Context: an optimization exercise on an open-source flow, tuned for small area and a short achievable clock period. The choices shown serve that exercise and are no tape-out recipe. In this exercise RTL edits were held to simulation tests only and were not proved equivalent to the original. Power and IR drop assume default switching activity.

== run 1 ==
// CIC_Decimation
module CIC_Decimation #(
    parameter int WIDTH_IN  = 16,
    parameter int NUM_STAGE = 5,
    parameter int MAX_RATE  = 16,
    parameter int WIDTH_OUT = WIDTH_IN + NUM_STAGE * $clog2(MAX_RATE)
)
(
    input  clk, ena, rst_n,
    input  logic signed [WIDTH_IN-1:0]  din_odd, din_even,
    input  [7:0] rate,
    output logic signed [WIDTH_OUT-1:0] dout,
    output vld, rdy
);
For scale: about 2100 cells after synthesis, ~890 flip-flops, about 81 I/O pins, about 34000 µm² of cells after synthesis.
export LEC_CHECK = 0
export CAP_MARGIN = 20
export CORE_MARGIN = 2
export CORE_UTILIZATION = 70
export CTS_CLUSTER_DIAMETER = 60
export CTS_CLUSTER_SIZE = 30
export SLEW_MARGIN = 20
export SYNTH_HIERARCHICAL = 1
export SYNTH_MINIMUM_KEEP_SIZE = 0
create_clock -name core_clock -period 14.0 [get_ports {clk}]
standard.sh (not shown) runs the stock make flow with config.mk's settings and CLKGATE_MAP_FILE= SYNTH_SCRIPT=/design/flow/synth_recipe.tcl, a recipe that flattens the netlist after the stock synthesis.
==> flow/flow/run.sh <==
#!/bin/bash
# The standard layout (standard.sh), with two changes to how the layout
# is made: the input and output port buffers are sky130_fd_sc_hd__buf_2
# instead of the cell buffer_ports picks by default, and clock tree synthesis
# inserts no dummy loads. make's output goes to standard.log; ORFS keeps each
# tool's own log under orfs/logs/.
set -euo pipefail
export BUFFER_PORTS_ARGS="-buffer_cell sky130_fd_sc_hd__buf_2"
export CTS_ARGS="-sink_clustering_enable -repair_clock_nets -sink_clustering_size 20 -sink_clustering_max_diameter 40 -dont_use_dummy_load"
bash standard.sh > standard.log 2>&1
--- input diff run 1..run 2 ---
--- a/flow/flow/run.sh
+++ b/flow/flow/run.sh
@@ -8,3 +8,3 @@
 export BUFFER_PORTS_ARGS="-buffer_cell sky130_fd_sc_hd__buf_2"
-export CTS_ARGS="-sink_clustering_enable -repair_clock_nets -sink_clustering_size 20 -sink_clustering_max_diameter 40 -dont_use_dummy_load"
+export CTS_ARGS="-sink_clustering_enable -repair_clock_nets -sink_clustering_size 30 -sink_clustering_max_diameter 60 -dont_use_dummy_load -apply_ndr full"
 bash standard.sh > standard.log 2>&1
--- a/flow/config.mk
+++ b/flow/config.mk
@@ -9,3 +9,3 @@
 export CORE_MARGIN = 2
-export CORE_UTILIZATION = 70
+export CORE_UTILIZATION = 85
 export CTS_CLUSTER_DIAMETER = 60
Results
- Run 2 vs. run 1: share of total power in the clock network dropped 9.5 points, per-cell via count in the routed design grew by 18%, post-detailed-placement half-perimeter wirelength increased by 26% relative to the old numbers.
- Across both runs, synthesis-to-layout area growth was lower for run 2 than for run 1.
- Looking at power after layout across both flows, run 2 is the stronger of the two, with run 1 trailing.
- Non-filler instance count after layout of run 2 falls short of that of run 1 by a few percent.
- H-tree depth reported by CTS was higher in run 1 than in run 2.
- When run 2 is set beside run 1, its part of the power in combinational logic turns out to be 5.8 points larger.
- The highest signal layer in the routed design comes out met4 in one run and met5 in the other, namely in run 1 and run 2 respectively.
Here is what was changed in the inputs of run 3 compared with run 2.
--- a/flow/flow/run.sh
+++ b/flow/flow/run.sh
@@ -8,3 +8,4 @@
 export BUFFER_PORTS_ARGS="-buffer_cell sky130_fd_sc_hd__buf_2"
-export CTS_ARGS="-sink_clustering_enable -repair_clock_nets -sink_clustering_size 30 -sink_clustering_max_diameter 60 -dont_use_dummy_load -apply_ndr full"
+export CTS_ARGS="-sink_clustering_enable -repair_clock_nets -sink_clustering_size 30 -sink_clustering_max_diameter 60 -dont_use_dummy_load"
+export SETUP_SLACK_MARGIN=10.3
 bash standard.sh > standard.log 2>&1
--- a/flow/config.mk
+++ b/flow/config.mk
@@ -9,3 +9,3 @@
 export CORE_MARGIN = 2
-export CORE_UTILIZATION = 85
+export CORE_UTILIZATION = 70
 export CTS_CLUSTER_DIAMETER = 60
--- outcome ---
Compared with run 2, run 3 shows clock-cell share of area higher by 0.38 points. Share of the clock period used by the worst path: run 3 < run 2. A highest routing layer actually used of met5 is what run 2 shows, while met4 belongs to run 3. Run 3 reports its end point of the critical path as vld while run 2 reports dout[15]. Clock skew: lower on run 2.
For run 4, these inputs were changed with respect to run 3:
--- a/flow/flow/run.sh
+++ b/flow/flow/run.sh
@@ -9,3 +9,2 @@
 export CTS_ARGS="-sink_clustering_enable -repair_clock_nets -sink_clustering_size 30 -sink_clustering_max_diameter 60 -dont_use_dummy_load"
-export SETUP_SLACK_MARGIN=10.3
 bash standard.sh > standard.log 2>&1
--- a/flow/config.mk
+++ b/flow/config.mk
@@ -9,3 +9,3 @@
 export CORE_MARGIN = 2
-export CORE_UTILIZATION = 70
+export CORE_UTILIZATION = 85
 export CTS_CLUSTER_DIAMETER = 60
==> comparison <==
In summary, run 4 completed successfully, with a layout that passed the timing, DRC and antenna checks. Re total power: run 4 is 4.6% up on run 3. Comparing run 3 and run 4, the higher non-clock buffer area fraction after layout is on run 3. Run 4 vs. run 3: post-route clock period utilization went up by 0.19 points. Count of non-CTS buffers in the layout (higher): run 3. Run 4 ended up with a higher routing usage on met2 than run 3 did. Re leakage power summed over all cells: run 4 is 0.72% down on run 3. Run 4 against run 3; sum of met2 wire segment lengths after detailed routing is up by more than half. Delta (run 4 minus run 3): clock skew decreased 13 ps, detailed-route via count increased 14%. A origin of the worst setup path of dout_q[15]$_DFF_P_ is what run 4 shows, while vld_q$_SDFF_PN0_ belongs to run 3. Against run 3, run 4 reports a worst path arrival time that is higher. When run 4 is set beside run 3, its wire length turns out to be 55% larger.
Changes in run 5 relative to run 4:
--- a/flow/config.mk
+++ b/flow/config.mk
@@ -9,3 +9,3 @@
 export CORE_MARGIN = 2
-export CORE_UTILIZATION = 85
+export CORE_UTILIZATION = 70
 export CTS_CLUSTER_DIAMETER = 60
Findings:
- Against run 4, total power in run 5 came out better.
- Run 5 ends up with lower starting DRC count in detailed routing than run 4 does.
- Average wire per cell in the routed design in run 5 is 38% lower than in run 4
- From run 4 to run 5 the numbers moved as follows: worst hold slack after final layout neither gained nor lost much, setup slack of the critical path after layout increased by 5.3 ps relative to the old numbers, CTS buffer count +about 15%, design area shows an increase of 0.74%, area of the multi-input gates neither gained nor lost much.
Inputs modified between run 5 and run 6:
--- a/flow/flow/run.sh
+++ b/flow/flow/run.sh
@@ -8,3 +8,3 @@
 export BUFFER_PORTS_ARGS="-buffer_cell sky130_fd_sc_hd__buf_2"
-export CTS_ARGS="-sink_clustering_enable -repair_clock_nets -sink_clustering_size 30 -sink_clustering_max_diameter 60 -dont_use_dummy_load"
+export CTS_ARGS="-sink_clustering_enable -repair_clock_nets -sink_clustering_size 30 -sink_clustering_max_diameter 60 -dont_use_dummy_load -no_insertion_delay"
 bash standard.sh > standard.log 2>&1
==> comparison <==
Run 6 against run 5: relative area of non-clock buffer cells in the final design now sits at about the same level, share of the synthesized netlist area taken by xor and xnor gates comparable, initial detailed-routing violation count shows no meaningful change.
Reported for run 5 and run 6, worst-case vdd ir drop turned out identical to the last digit.
Diff run 5..run 6 | area taken by flip-flops and latches | unchanged
Reported for run 5 and run 6, post-route standard cell area excluding fillers turned out identical to the last digit.

what the ideal ports hide:
Ports are ideal in the flow. The routed layouts listed here were re-timed in OpenROAD. Step 1 (the two cells are an assumption about what drives the block):
set clk [get_ports {clk}]
set_driving_cell -lib_cell sky130_fd_sc_hd__clkbuf_16 $clk
set_driving_cell -lib_cell sky130_fd_sc_hd__buf_2 [delete_from_list [all_inputs] $clk]
Step 2 times the ports against the registers' clock, not the clock port: input delays grow and output delays shrink by t, the midpoint of the rising clock arrivals with the driver on. Slacks: ideal / step 1 / step 2; pairs: ideal / step 1.
run	t (ns)	setup WS [ns]	worst setup path at the end	latest minus earliest clock arrival (ns)	cell pins on the clock port's net
run 1	0.661	10.099 / 10.038 / 10.318	register to register	0.047 / 0.047	1
run 2	0.647	10.117 / 10.055 / 10.246	register to register	0.045 / 0.045	1
run 3	0.638	10.144 / 10.086 / 10.370	register to register	0.054 / 0.054	1
run 4	0.647	10.117 / 10.055 / 10.246	register to register	0.045 / 0.045	1
run 5	0.638	10.122 / 10.065 / 10.326	register to register	0.054 / 0.054	1
run 6	0.638	10.122 / 10.065 / 10.326	register to register	0.054 / 0.054	1
After both steps every run listed still meets setup and hold.
